From an optimization exercise on the open Yosys and OpenROAD flow, aimed at small area; shortcuts taken in it are not production practice.
Function not checked in this run: the RTL went through the layout flow alone.
No activity file was given, so power comes from the tool's default toggle rates.

--- flow/config.mk ---
export PLATFORM = sky130hd
export DESIGN_NAME = uart
export DESIGN_NICKNAME = uart
export VERILOG_FILES = /design/flow/design.v
export SDC_FILE = /design/flow/constraint.sdc
export NUM_CORES = 4
export LEC_CHECK = 0
export CAP_MARGIN = 20
export CORE_MARGIN = 2
export CORE_UTILIZATION = 40
export SLEW_MARGIN = 20
--- flow/constraint.sdc ---
create_clock -name core_clock -period 10.0 [get_ports {sysclk}]
set_input_delay 2.0000 -clock core_clock [delete_from_list [all_inputs] [get_ports {sysclk}]]
set_output_delay 2.0000 -clock core_clock [all_outputs]
set_load 0.01 [all_outputs]
--- flow/design.v ---
module baud_rate_generation(baud_rise,sysclk,reset); 
input sysclk,reset;
output baud_rise;
reg baud;
reg [17:0] s;
wire toggle=(s==18'd326)||(s==18'd651)||(s==18'd977)||(s==18'd1302)||
            (s==18'd1628)||(s==18'd1953)||(s==18'd2279)||(s==18'd2604);
assign baud_rise=toggle&&~baud;
always @(posedge sysclk)
begin
if (reset)
begin
s<=1;
baud<=0;
end
else
begin
s<=s+1;
if(s==18'd326)
baud<=~baud;
else if(s==18'd651)
baud<=~baud;
else if(s==18'd977)
baud<=~baud;
else if(s==18'd1302)
baud<=~baud;
else if(s==18'd1628)
baud<=~baud;
else if (s==18'd1953)
baud<=~baud;
else if(s==18'd2279)
baud<=~baud;
else if (s==18'd2604)
begin
baud<=~baud;
s<=1;
end
end
end
endmodule
module receiver(rx_data,rx_status,baud,rxd,reset,sysclk);
output reg [7:0] rx_data;
reg [7:0] new_rx_data;
output reg rx_status;
input baud,rxd,reset,sysclk;
reg started;
reg [7:0] count;
always @(posedge sysclk)
begin
if (reset)
begin
started<=0;
rx_data<=8'b0;
new_rx_data<=8'b0;
rx_status<=0;
count<=0;
end
else if (baud)
begin
if (~rxd && ~started)
started<=1;
if (started)
count<=count+1;
if (count==8'd160)
begin
count<=0;
started<=0;
end
if (count==8'd24) 
new_rx_data[0]<=rxd;
else if (count==8'd40) 
new_rx_data[1]<=rxd;
else if (count==8'd56) 
new_rx_data[2]<=rxd;
else if (count==8'd72) 
new_rx_data[3]<=rxd;
else if (count==8'd88) 
new_rx_data[4]<=rxd;
else if (count==8'd104) 
new_rx_data[5]<=rxd;
else if (count==8'd120) 
new_rx_data[6]<=rxd;
else if (count==8'd136) 
new_rx_data[7]<=rxd;
else if (count==8'd152) 
begin
rx_data<=new_rx_data;
rx_status<=1;
end
else if (count==8'd154)
rx_status<=0;
end
end
endmodule
module controller(tx_data,tx_en,baud,tx_status,rx_status,rx_data,reset,sysclk);
input [7:0] rx_data;
reg [7:0] data;
reg ready,ready2,rx_high,rx_negedge,rx_negedge2;
input rx_status,tx_status,baud,sysclk;
input reset;
output reg tx_en;
output reg [7:0] tx_data;
always @(posedge sysclk)
begin
if (reset)
begin
rx_high<=0;
rx_negedge<=0;
rx_negedge2<=0;
end
else if (baud)
begin
if (rx_status)
rx_high<=1;
else if(rx_negedge2)
begin
rx_negedge2<=0;
rx_negedge<=0;
end
else if(rx_negedge)
begin
rx_negedge2<=1;
end
else if(~rx_status && rx_high)
begin
rx_negedge<=1;
rx_high<=0;
end
end
end
always @(posedge sysclk)
begin
if (reset)
data<=8'b0;
else if (rx_negedge)
begin
if (rx_data[7]==1)
data<=~rx_data;
else
data<=rx_data;
end
end
always @(posedge sysclk)
begin
if (reset)
begin
tx_en<=0;
tx_data<=8'b0;
ready<=0;
ready2<=0;
end
else if (baud)
begin
if (ready && tx_status)
begin
tx_en<=1;
ready2<=1;
end
else if (ready2)
begin
ready2<=0;
ready<=0;
end
else if (~ready)
begin
tx_en<=0;
end
if (rx_negedge)
begin
ready<=1;
tx_data<=data;
end
end
end
endmodule
module sender(txd,tx_status,tx_en,tx_data,reset,baud,sysclk);
output reg txd;
output reg tx_status;
input tx_en,reset,baud,sysclk;
input [7:0] tx_data;
reg [7:0] data;
reg [7:0] count;
reg enabled,stop,started;
always @(posedge sysclk) 
begin
if (reset)
tx_status<=1;
else if (stop)
begin
tx_status<=1;
end
else if (tx_en)
begin
tx_status<=0;
end
end
always @(posedge sysclk)
begin
if (reset)
begin
txd<=1;
enabled<=0;
stop<=0;
started<=0;
data<=8'b0;
count<=0;
end
else if (baud)
begin
if (tx_en)
enabled<=1;
else if (~tx_en && enabled)
begin
enabled<=0;
started<=1;
data<=tx_data;
end
if (started)
begin
count<=count+1;
if (count==8'd160)
begin
stop<=1;
end
else if (count==8'd161)
begin
count<=0;
stop<=0;
started<=0;
end
if (count==8'd0) 
txd<=0;
else if (count==8'd16) 
txd<=data[0];
else if (count==8'd32) 
txd<=data[1];
else if (count==8'd48) 
txd<=data[2];
else if (count==8'd64) 
txd<=data[3];
else if (count==8'd80) 
txd<=data[4];
else if (count==8'd96) 
txd<=data[5];
else if (count==8'd112) 
txd<=data[6];
else if (count==8'd128) 
txd<=data[7];
else if (count==8'd144) 
begin
txd<=1;
end
end
end
end
endmodule
module uart(txd,rxd,sysclk,reset);
output txd;
input rxd;
input sysclk,reset;
wire [7:0] tx_data,rx_data;
baud_rate_generation baud_gen(.baud_rise(baud),.sysclk(sysclk),.reset(reset));
receiver recv(.rx_data(rx_data),.rx_status(rx_status),.baud(baud),.rxd(rxd),.reset(reset),.sysclk(sysclk));
controller cont(.tx_data(tx_data),.tx_en(tx_en),.baud(baud),.tx_status(tx_status),.rx_status(rx_status),.rx_data(rx_data),.reset(reset),.sysclk(sysclk));
sender send(.txd(txd),.tx_status(tx_status),.tx_en(tx_en),.tx_data(tx_data),.reset(reset),.baud(baud),.sysclk(sysclk));
endmodule
--- flow/run.sh ---
#!/bin/bash
# synth_recipe.tcl (not shown) runs the flow's synth.tcl, then flattens the netlist and writes it again
# the make line also repeats each setting of config.mk as NAME=value (left out here)
make -C /OpenROAD-flow-scripts/flow DESIGN_CONFIG=/design/flow/config.mk WORK_HOME=/design/flow/orfs CLKGATE_MAP_FILE= SYNTH_SCRIPT=/design/flow/synth_recipe.tcl finish
==> impl_metrics.toml <==
[final_layout]
nets = 475
final_cell_mix = "dfxtp_1, nor2_1, nand2_1, a21oi_1, nand3_1"
drive_above_1_share_pct = 5.996
n_antenna_cell = 0
final_cells = 603
area_delta_synth_final_pct = 5.966
final_common_cell = "dfxtp_1"

[power_and_ir_drop]
p_leak_nw = 1.524
pwr-share-seq_pct = 57.3
comb_power_share_pct = 2.7
switching_share_pct = 23.45
switchingPower_mw = 0.1402
power.total_mw = 0.5980
power_frac_clock_pct = 40.0
power_density_nw_per_um2 = 136.6
internal-power_mw = 0.4577
ir_worst_vdd_v = 0.00007896

[synth]
synth_area_leader_cell = "dfxtp_1"
synth_cell_types = 60
yosys.area_share.simple_pct = 24.80
synth-compound-area-share_pct = 15.05
synthArstFlopShare_pct = 0
seq_area_frac_synth_pct = 41.19
synthXorXnorAreaFrac_pct = 4.876
synth_nets = 492
ys_ff_latch = 85
syn_area_um2 = 4131
synth-edff-count = 0
ys_warn_count = 8
synth_flop_cell = "dfxtp_1"
syn_area_per_cell_um2 = 8.625
yosys.area_share.adder_pct = 3.028
syn_inst = 479
synth_top_family_by_area = "simple AND/OR/NAND/NOR gates"
synthMuxAreaShare_pct = 5.875
yosysTopAreaCellShare_pct = 41.19
synth_area_leaders = "dfxtp_1, nor2_1, mux2i_1, a21oi_1, nand2_1"

[place]
hpwl_um = 5632
place_congestion = 0.8484
placedCellCount = 587
place.port_buffers = 3

[floorplanning]
fp.coreArea_um2 = 10180
die_w_um = 105.6
fp.dieH_um = 105.6
ios = 4
dieArea_um2 = 11160
start_util_pct = 40.57
num_rows = 37

[outcome]
status = "finished clean"

[global_route]
grt_pass1_vias = 3114
globalRouteMet3Util_pct = 3.463
grt_pass1_wl_um = 14960
antenna_found_initial = 0
top_usage_layer = "met2"
met1_usage_pct = 21.74
grt_overflow = 0
use_met2_pct = 26.13
grt_usage_pct = 16.56
grt_start_max_net_pins = 60

[clock_tree]
cts_tree = "done"
cts_root_buffer = "clkbuf_8"
cts_resized = 0
clock_path_buffers = 2
post_cts_buffers = 0
cts_htree_levels = 3
cts_sinks = 85
ctsHoldBuffers = 0
path_clk_slew_ns = 0.09
cts_inserted_buffers = 9
insertion_delay_ns = 0.36

[detailed_routing]
firstDrtPassIters = 4
first_iter_violations = 127
wl_per_cell_um = 14.08
via_per_inst = 5.365
vias = 3235
ant_nets = 0
drc = 0
routed_wl_um = 8493

[min_path]
worstHoldStart = "cont.tx_data[5]$_SDFFE_PP0P_"
hold_path.class = "reg -> reg"

[timing]
slew_viol_final = 0
fmax_mhz = 297.9
setup_viol = 0
clock_skew_ns = 0.01059
fin_crit_sh_pct = 33.57
hold_viol = 0
setup_tns_ns = 0
final.min_clock_period_ns = 3.357
rsz0062_at_grt = "no"
maxSlewHeadroom_pct = 46.95
worstMarginPinSlew_ns = 0.7947

[setup_path]
reg2reg_setup_slack_ns = 7.21
critPathKind = "in -> reg"
cp.required_ns = 10.23
cp_slowest_cell = "buf_4"
crit_path_start_kind = "input pin"
critPathCaptureType = "flip-flop"
crit_start = "reset"
critPathMaxFanout = 59
crit_chain = "buf_2 -> buf_4 -> inv_1 -> nand2_1 -> nor2_1"
r2r_start = "baud_gen.s[4]$_SDFF_PP0_"
cp.arrival_ns = 3.58
critPathMaxStageDelay_ns = 0.50

[run]
maxCapViolations = 0
[sequential cells by signal, indices dropped and copies added (netlist names), 7 cells and up]
signal and cells:
cont.data 7, recv.new_rx_data 8, send.data 7, recv.count 8
send.count 8, recv.rx_data 8, baud_gen.s 18, cont.tx_data 7
[worst paths after layout]
path / end / depth (start not counted)
setup / recovery: baud_gen.s[15]$_SDFF_PP0_ / 5
hold / removal: cont.tx_data[5]$_SDFFE_PP0P_ / 2
setup reg to reg: send.count[4]$_SDFFE_PP0P_ / 6
hold reg to reg: cont.tx_data[5]$_SDFFE_PP0P_ / 2
[metrics by stage]
stage / worst slack, ns / hold slack, ns / utilization, % / area, µm²
after floorplan: 7.093 / 0.4241 / - / 4131
after global placement: 6.336 / 0.4444 / 41.01 / 4177
after detailed placement: 6.259 / 0.4492 / 41.01 / 4177
after CTS: 6.654 / 0.4624 / 42.92 / 4372
after global routing: 6.500 / 0.4767 / 42.99 / 4378
final: 6.643 / 0.4599 / 42.99 / 4378
[area by class of cell]
type                       instances  area, µm²
clock buffer                      13      168.9
clock inverter                     3      26.28
fill                            1065       5807
inverter                          15      56.30
multi-input combinational        347       2222
sequential                        85       1702
tap                              136      170.2
timing repair buffer               4      32.53
[cell families (layout without fill, tap and decap cells)]
family                     Yosys count  after routing
xor gates and xnor gates            23             23
AOI/OAI and AO/OA                   92             92
and+or+nand+nor                    199            199
adders and majority gates           10             10
DFF                                 85             85
muxes                               23             23
buffers and inverters               47             35
[power groups by stage]
| stage | sequential [mW] | combinational (mW) | clock, mW |
|---|---|---|---|
| 2_1_floorplan | 0.349 | 0.0139 | 0 |
| 3_3_place_gp | 0.351 | 0.0154 | 0 |
| 3_5_place_dp | 0.351 | 0.0159 | 0 |
| 4_1_cts | 0.343 | 0.0159 | 0.247 |
| 5_1_grt | 0.343 | 0.0179 | 0.260 |
| 6_report | 0.343 | 0.0159 | 0.239 |
[cell usage after synthesis, types with 2 or more instances]
cell type  number
xor2_1         10
or4b_1          2
nand2_1        43
a21oi_1        33
nor3_1          5
nand4_1         8
o22a_1          2
nor2_1         65
or4_1           6
nor4_1          8
mux2i_1        22
xnor2_1        13
or3_1           3
nand3b_1        2
o21ai_0        22
o2111ai_1       5
nand4bb_1       2
or3b_1          2
a211oi_1        8
nand2b_1        2
and4_1          2
dfxtp_1        85
clkbuf_1       17
o21ai_4         2
inv_1          15
nor4b_1         3
nor3b_1         2
o21a_1          4
buf_6           2
nand3_1        28
and3_1          3
a31oi_1         2
ha_1           10
buf_4           3
o31ai_1         3
and2_1          2
buf_2           9
nor2b_1         2
[worst max-delay path: cells and delay by family]
kind | cells | cell delay, ns
buf+inv | 3 | 0.97
simple gates | 2 | 0.59
[metal layers]
layer | wire length, µm | share of wire [%] | vias to the layer above
met5 | 0 | 0 | -
met4 | 146 | 1.7 | 0
met3 | 241 | 2.8 | 13
met2 | 3990 | 47 | 38
met1 | 4115 | 48 | 1515
li1 | - | - | 1669

## port drivers added, routing unchanged
No port has a modelled driver above. Below, the same layout with a new extraction and two added sets of constraints. Step 1, drivers: a clkbuf_16 drives sysclk and a buf_2 each remaining input, both assumed. Step 2, shift: input delay + t, output delay - t, t = (earliest + latest rising clock arrival at the registers) / 2. This alone moves slack from input paths to output paths. Slacks: no drivers / after step 1 / after step 2; pairs: no drivers / after step 1.
t (ns): 0.385
setup WS [ns]: 6.643 / 6.654 / 6.269
latest minus earliest clock arrival (ns): 0.011 / 0.010
After both steps setup and hold are still met in this run. For this run, drivers alone change the setup slack by +0.011 ns; drivers and shift together by -0.374 ns.
